Source: an optimization exercise on an open RTL-to-GDS flow (aim: small area). Production flows keep margins and buffers that such runs may drop. Where RTL was checked, it was by simulation tests only, not by an equivalence proof against the original. The clock port is modelled as an ideal driver; clocking choices that lean on that would not hold on a real chip. Power is estimated from default activity; no workload was simulated.

==> inputs of build 96 <==
==> flow/design.v <==
`timescale 1 ps / 1 ps
module ofdm_ss_rca #(parameter W = 8) (
    input  wire [W-1:0] a,
    input  wire [W-1:0] b,
    input  wire         ci,
    output wire [W-1:0] s,
    output wire         co
);
    wire [W:0] c;
    assign c[0] = ci;
    genvar k;
    generate for (k = 0; k < W; k = k + 1) begin : g
        assign s[k]   = a[k] ^ b[k] ^ c[k];
        assign c[k+1] = (a[k] & b[k]) | (c[k] & (a[k] ^ b[k]));
    end endgenerate
    assign co = c[W];
endmodule
module ofdm_ss_chan (
    input  wire        clk,
    input  wire        v,           
    input  wire [15:0] s,           
    input  wire        first,       
    input  wire        last,        
    input  wire        odd,         
    input  wire        count,       
    output wire        c512,        
    output wire        big          
);
    reg  [4:0] accL;
    reg  [7:0] accM, accH;
    reg        c5, c13;
    wire [4:0] nL;
    wire [7:0] nM, nH;
    wire       n5, n13, nc_unused;
    wire       keep = ~first | count;
    wire [15:0] sv = s & {16{v}};
    ofdm_ss_rca #(5) uL (.a(accL & {5{keep}}), .b(sv[4:0]),  .ci(count),     .s(nL), .co(n5));
    ofdm_ss_rca #(8) uM (.a(accM & {8{keep}}), .b(sv[12:5]), .ci(c5 & keep), .s(nM), .co(n13));
    ofdm_ss_rca #(8) uH (.a(accH & {8{keep}}), .b({{5{sv[15]}}, sv[15:13]}), .ci(c13 & keep),
                         .s(nH), .co(nc_unused));
    assign c512 = (&accM[3:0]) & c5;
    reg [15:0] m32;
    reg        cm0, cm8;
    reg  [16:0] p4;
    reg         pc;
    wire [16:0] pa = p4 & {17{~(odd & v)}};
    wire [16:0] pb = {sv[15], sv};
    wire [16:0] nP;
    wire        n9, np_unused;
    ofdm_ss_rca #(9) uP0 (.a(pa[8:0]),  .b(pb[8:0]),  .ci(1'b0), .s(nP[8:0]),  .co(n9));
    ofdm_ss_rca #(8) uP1 (.a(pa[16:9]), .b(pb[16:9]), .ci(pc & ~(odd & v)), .s(nP[16:9]),
                          .co(np_unused));
    always @(posedge clk) begin
        accL <= nL;
        accM <= nM;
        accH <= nH;
        c5   <= n5;
        c13  <= n13;
        p4   <= nP;
        pc   <= n9;
        if (v & last) begin
            m32 <= {nH, nM};
            cm0 <= n5;
            cm8 <= n13;
        end
    end
    wire [15:0] X = m32;
    wire [15:0] Y = p4[16:1];
    wire [7:0]  lo;
    wire        cl;
    ofdm_ss_rca #(8) uD0 (.a(X[7:0]), .b(~Y[7:0]), .ci(cm0), .s(lo), .co(cl));
    wire [8:0]  dh;
    ofdm_ss_rca #(9) uD1 (.a({X[15], X[15:8]}), .b(~{Y[15], Y[15:8]}), .ci(cm8), .s(dh), .co());
    wire a1 = &dh[8:1];
    wire z1 = ~|dh[8:1];
    wire dm2 = a1 & ~dh[0];
    wire dm1 = a1 &  dh[0];
    wire d0  = z1 & ~dh[0];
    wire dp1 = z1 &  dh[0];
    wire hz  = (pc == cl) ? d0  : (pc ? dp1 : dm1);
    wire hm1 = (pc == cl) ? dm1 : (pc ? d0  : dm2);
    wire le99  = ~lo[7] & ~(lo[6] & lo[5] & (lo[4] | lo[3] | lo[2]));
    wire ge155 = lo[7] & (lo[6] | lo[5] | (lo[4] & lo[3] & (lo[2] | (lo[1] & lo[0]))));
    assign big = ~((hz & le99) | (hm1 & ge155));
endmodule
module OFDM_Symbol_Sync #(
    THRESHOLD=100,
    OFDM_SYMBOL_LENGTH=64
) (
    output wire        sample_clock_reset,
    input  wire        clock_clk,
    input  wire        reset_reset,
    input  wire signed [31:0] asi_in0_data,
    input  wire        asi_in0_valid,
    output reg  [31:0] aso_out0_data,
    output reg         aso_out0_valid,
    output wire        aso_out0_endofpacket,
    output reg         aso_out0_startofpacket,
    output wire        pre_sampling
);
    wire [15:0] sI = asi_in0_data[15:0];
    wire [15:0] sR = asi_in0_data[31:16];
    wire v = asi_in0_valid;
    reg st_pkt, st_idle;
    wire st_srch = ~st_pkt & ~st_idle;
    reg [6:0] cnt;
    wire [4:0] idx = cnt[4:0];
    wire settd = cnt[5];
    wire bigR, bigI, c512;
    wire vs = v & st_srch;
    ofdm_ss_chan chR (.clk(clock_clk), .v(vs), .s(sR), .first(idx == 5'd0),
                      .last(idx == 5'd30), .odd(idx[0]), .count(st_idle), .c512(c512),
                      .big(bigR));
    ofdm_ss_chan chI (.clk(clock_clk), .v(vs), .s(sI), .first(idx == 5'd0),
                      .last(idx == 5'd30), .odd(idx[0]), .count(1'b0), .c512(),
                      .big(bigI));
    reg flag;
    always @(posedge clock_clk)
        if (v & idx[0])
            flag <= bigR | bigI;
    wire detect = st_srch & v & idx[0] & flag & settd;
    wire pkt_end  = st_pkt & v & cnt[6];
    wire idle_end = st_idle & c512;
    wire cnt_clr  = detect | pkt_end | idle_end;
    wire [7:0] cc;
    assign cc[0] = v;
    genvar k;
    generate for (k = 0; k < 7; k = k + 1) begin : g_cnt
        assign cc[k+1] = cc[k] & cnt[k];
    end endgenerate
    wire [6:0] cnt_up = cnt ^ cc[6:0];
    wire [15:0] orR, orI;
    assign orR[0] = 1'b0;
    assign orI[0] = 1'b0;
    assign orR[1] = sR[0];
    assign orI[1] = sI[0];
    generate for (k = 2; k < 16; k = k + 1) begin : g_neg
        assign orR[k] = orR[k-2] | sR[k-2] | sR[k-1];
        assign orI[k] = orI[k-2] | sI[k-2] | sI[k-1];
    end endgenerate
    always @(posedge clock_clk or posedge reset_reset) begin
        if (reset_reset) begin
            st_pkt <= 1'b0;
            st_idle <= 1'b0;
            cnt <= 7'd0;
            aso_out0_data <= 32'd0;
            aso_out0_valid <= 1'b0;
            aso_out0_startofpacket <= 1'b0;
        end else begin
            if (cnt_clr)
                cnt <= 7'd0;
            else if (st_srch) begin
                cnt[4:0] <= cnt_up[4:0];
                cnt[5] <= cnt[5] | cc[5];
            end else
                cnt <= cnt_up;
            if (detect) st_pkt <= 1'b1;
            else if (pkt_end) st_pkt <= 1'b0;
            if (pkt_end) st_idle <= 1'b1;
            else if (idle_end) st_idle <= 1'b0;
            if (st_pkt & v)
                aso_out0_data <= {sR ^ orR, sI ^ orI};
            aso_out0_valid <= detect | (st_pkt & ~aso_out0_valid & v & ~cnt[6]);
            aso_out0_startofpacket <= detect | (st_pkt & v & ~|cnt[6:0]);
        end
    end
    assign aso_out0_endofpacket = st_pkt & cnt[6];
    assign pre_sampling = ~st_pkt;
    assign sample_clock_reset = 1'b0;
endmodule
==> flow/flow/run.sh <==
#!/bin/bash
set -euo pipefail
export SYNTH_ARGS="-noabc"
export BUFFER_PORTS_ARGS="-buffer_cell sky130_fd_sc_hd__buf_1"
export CTS_ARGS="-sink_clustering_enable -repair_clock_nets -dont_use_dummy_load -buf_list sky130_fd_sc_hd__clkbuf_4 -root_buf sky130_fd_sc_hd__clkbuf_8"
export POST_CTS_TCL="$(pwd)/flow/post_cts.tcl"
bash standard.sh > standard_flow.log 2>&1
==> flow/flow/post_cts.tcl <==
# After clock tree synthesis: a clkbuf_4 leaf buffer that drives many
# flip-flops gives them too slow a clock edge, so upsize those to clkbuf_8.
set upsized 0
foreach inst [get_cells -filter "ref_name == sky130_fd_sc_hd__clkbuf_4"] {
  set out [get_pins -of_objects $inst -filter "direction == output"]
  set net [get_nets -of_objects $out]
  set loads [llength [get_pins -of_objects $net -filter "direction == input"]]
  if { $loads >= 12 } {
    replace_cell $inst sky130_fd_sc_hd__clkbuf_8
    incr upsized
  }
}
puts "post_cts: upsized $upsized clock buffers"
if { $upsized > 0 } {
  detailed_placement
  estimate_parasitics -placement
}
==> flow/standard.sh <==
#!/bin/bash
# synth_recipe.tcl (not shown) runs the flow's synth.tcl, then flattens the netlist and writes it again
# the make line also repeats each setting of config.mk as NAME=value (left out here)
make -C /OpenROAD-flow-scripts/flow DESIGN_CONFIG=/design/flow/config.mk WORK_HOME=/design/flow/orfs CLKGATE_MAP_FILE= SYNTH_SCRIPT=/design/flow/synth_recipe.tcl "${@:-finish}"
==> flow/config.mk <==
export PLATFORM = sky130hd
export DESIGN_NAME = OFDM_Symbol_Sync
export DESIGN_NICKNAME = OFDM_Symbol_Sync
export VERILOG_FILES = /design/flow/design.v
export SDC_FILE = /design/flow/constraint.sdc
export NUM_CORES = 4
export LEC_CHECK = 0
export CAP_MARGIN = 20
export CORE_MARGIN = 2
export CORE_UTILIZATION = 75
export CTS_BUF_LIST = sky130_fd_sc_hd__clkbuf_8
export PLACE_DENSITY = 0.85
export SLEW_MARGIN = 20
==> flow/constraint.sdc <==
create_clock -name core_clock -period 5.5 [get_ports {clock_clk}]
set_input_delay 1.1000 -clock core_clock [delete_from_list [all_inputs] [get_ports {clock_clk}]]
set_output_delay 1.1000 -clock core_clock [all_outputs]
set_load 0.01 [all_outputs]
==> trial 93 (differences from build 96) <==
--- a/flow/design.v
+++ b/flow/design.v
@@ -22,8 +22,6 @@
     input  wire        first,       
     input  wire        last,        
     input  wire        odd,         
-    input  wire        count,       
-    output wire        c512,        
     output wire        big          
 );
     reg  [4:0] accL;
@@ -32,13 +30,12 @@
     wire [4:0] nL;
     wire [7:0] nM, nH;
     wire       n5, n13, nc_unused;
-    wire       keep = ~first | count;
+    wire       keep = ~first;
     wire [15:0] sv = s & {16{v}};
-    ofdm_ss_rca #(5) uL (.a(accL & {5{keep}}), .b(sv[4:0]),  .ci(count),     .s(nL), .co(n5));
+    ofdm_ss_rca #(5) uL (.a(accL & {5{keep}}), .b(sv[4:0]),  .ci(1'b0),      .s(nL), .co(n5));
     ofdm_ss_rca #(8) uM (.a(accM & {8{keep}}), .b(sv[12:5]), .ci(c5 & keep), .s(nM), .co(n13));
     ofdm_ss_rca #(8) uH (.a(accH & {8{keep}}), .b({{5{sv[15]}}, sv[15:13]}), .ci(c13 & keep),
                          .s(nH), .co(nc_unused));
-    assign c512 = (&accM[3:0]) & c5;
     reg [15:0] m32;
     reg        cm0, cm8;
     reg  [16:0] p4;
@@ -103,32 +100,30 @@
     wire v = asi_in0_valid;
     reg st_pkt, st_idle;
     wire st_srch = ~st_pkt & ~st_idle;
-    reg [6:0] cnt;
+    reg [9:0] cnt;
     wire [4:0] idx = cnt[4:0];
     wire settd = cnt[5];
-    wire bigR, bigI, c512;
-    wire vs = v & st_srch;
-    ofdm_ss_chan chR (.clk(clock_clk), .v(vs), .s(sR), .first(idx == 5'd0),
-                      .last(idx == 5'd30), .odd(idx[0]), .count(st_idle), .c512(c512),
-                      .big(bigR));
-    ofdm_ss_chan chI (.clk(clock_clk), .v(vs), .s(sI), .first(idx == 5'd0),
-                      .last(idx == 5'd30), .odd(idx[0]), .count(1'b0), .c512(),
-                      .big(bigI));
+    wire bigR, bigI;
+    ofdm_ss_chan chR (.clk(clock_clk), .v(v), .s(sR), .first(idx == 5'd0),
+                      .last(idx == 5'd30), .odd(idx[0]), .big(bigR));
+    ofdm_ss_chan chI (.clk(clock_clk), .v(v), .s(sI), .first(idx == 5'd0),
+                      .last(idx == 5'd30), .odd(idx[0]), .big(bigI));
     reg flag;
     always @(posedge clock_clk)
         if (v & idx[0])
             flag <= bigR | bigI;
     wire detect = st_srch & v & idx[0] & flag & settd;
     wire pkt_end  = st_pkt & v & cnt[6];
-    wire idle_end = st_idle & c512;
+    wire idle_end = st_idle & cnt[9];
     wire cnt_clr  = detect | pkt_end | idle_end;
-    wire [7:0] cc;
-    assign cc[0] = v;
+    wire cnt_inc  = v | st_idle;
+    wire [10:0] cc;
+    assign cc[0] = cnt_inc;
     genvar k;
-    generate for (k = 0; k < 7; k = k + 1) begin : g_cnt
+    generate for (k = 0; k < 10; k = k + 1) begin : g_cnt
         assign cc[k+1] = cc[k] & cnt[k];
     end endgenerate
-    wire [6:0] cnt_up = cnt ^ cc[6:0];
+    wire [9:0] cnt_up = cnt ^ cc[9:0];
     wire [15:0] orR, orI;
     assign orR[0] = 1'b0;
     assign orI[0] = 1'b0;
@@ -142,13 +137,13 @@
         if (reset_reset) begin
             st_pkt <= 1'b0;
             st_idle <= 1'b0;
-            cnt <= 7'd0;
+            cnt <= 10'd0;
             aso_out0_data <= 32'd0;
             aso_out0_valid <= 1'b0;
             aso_out0_startofpacket <= 1'b0;
         end else begin
             if (cnt_clr)
-                cnt <= 7'd0;
+                cnt <= 10'd0;
             else if (st_srch) begin
                 cnt[4:0] <= cnt_up[4:0];
                 cnt[5] <= cnt[5] | cc[5];
==> flow/flow/run.sh (replaced) <==
#!/bin/bash
set -euo pipefail
export SYNTH_ARGS="-noabc"
export BUFFER_PORTS_ARGS="-buffer_cell sky130_fd_sc_hd__buf_1"
export CTS_ARGS="-sink_clustering_enable -repair_clock_nets -dont_use_dummy_load -buf_list sky130_fd_sc_hd__clkbuf_8"
bash standard.sh > standard_flow.log 2>&1
--- a/flow/config.mk
+++ b/flow/config.mk
@@ -7,7 +7,7 @@
 export LEC_CHECK = 0
 export CAP_MARGIN = 20
 export CORE_MARGIN = 2
-export CORE_UTILIZATION = 75
+export CORE_UTILIZATION = 40
 export CTS_BUF_LIST = sky130_fd_sc_hd__clkbuf_8
-export PLACE_DENSITY = 0.85
+export PLACE_DENSITY = 0.6
 export SLEW_MARGIN = 20
removed: flow/flow/post_cts.tcl
==> comparison table <==
Run status: build 96 no timing/DRC/antenna violations; trial 93 no timing/DRC/antenna violations
Area of combinational cells with multiple inputs: build 96 4170 um2; trial 93 4230 um2
Compound-cell area share of the yosys netlist: build 96 2.05%; trial 93 1.93%
Mean post-synth cell area: build 96 13.2 um2; trial 93 13.1 um2
Met2 routed wirelength: build 96 7450 um; trial 93 7070 um
Fin nets: build 96 892; trial 93 907
Fraction of the yosys area taken by sequential cells: build 96 46.0%; trial 93 46.0%
P&R area growth vs syn: build 96 8.04%; trial 93 9.97%
Post-synthesis register bit count: build 96 162; trial 93 165
WL per Instance: build 96 17.8 um; trial 93 14.7 um
Crit share post-route: build 96 96.1%; trial 93 94.5%
Power per Cell Area: build 96 531 nW/um2; trial 93 401 nW/um2
Starting DRT DRC Count: build 96 225; trial 93 223
Number of sequential storage elements: build 96 162; trial 93 165
Clock transition time at the flip-flop clock pins of the worst setup and hold paths: build 96 0.11 ns; trial 93 0.10 ns
Count of filler cells inserted in the layout: build 96 595; trial 93 1930
Power dissipated in sequential cells: build 96 2.08 mW; trial 93 1.79 mW
Global routing met1 resource utilization: build 96 39.7%; trial 93 19.5%
Function not checked in trial 93: the RTL went through the layout flow alone.

## re-timing with driven ports
No port has a modelled driver above. Below, the same layouts with a new extraction and two added sets of constraints.
Step 1 assumes that a clkbuf_16 drives the clock port and a buf_2 every other input.
Step 2 moves the port delays by t, midway between the first and last clock arrival at a register: inputs arrive t later, outputs are due t later. That takes back most of the time a late clock gives input paths.
Three values: no drivers, after step 1, after step 2; two values: the first two.
run	t (ns)	slack for setup (ns)	worst setup path after step 2	slew at the worst register clock pin (ns)
build 96	0.473	0.216 / 0.216 / -0.214	input to register	0.11 / 0.11
trial 93	0.479	0.301 / 0.301 / -0.123	input to register	0.10 / 0.10
Met with ideal ports but missed after step 2: setup timing in build 96 and trial 93. The setup slack of build 96, which loses most, moves by 0.000 ns with the drivers and by -0.430 ns with both steps.
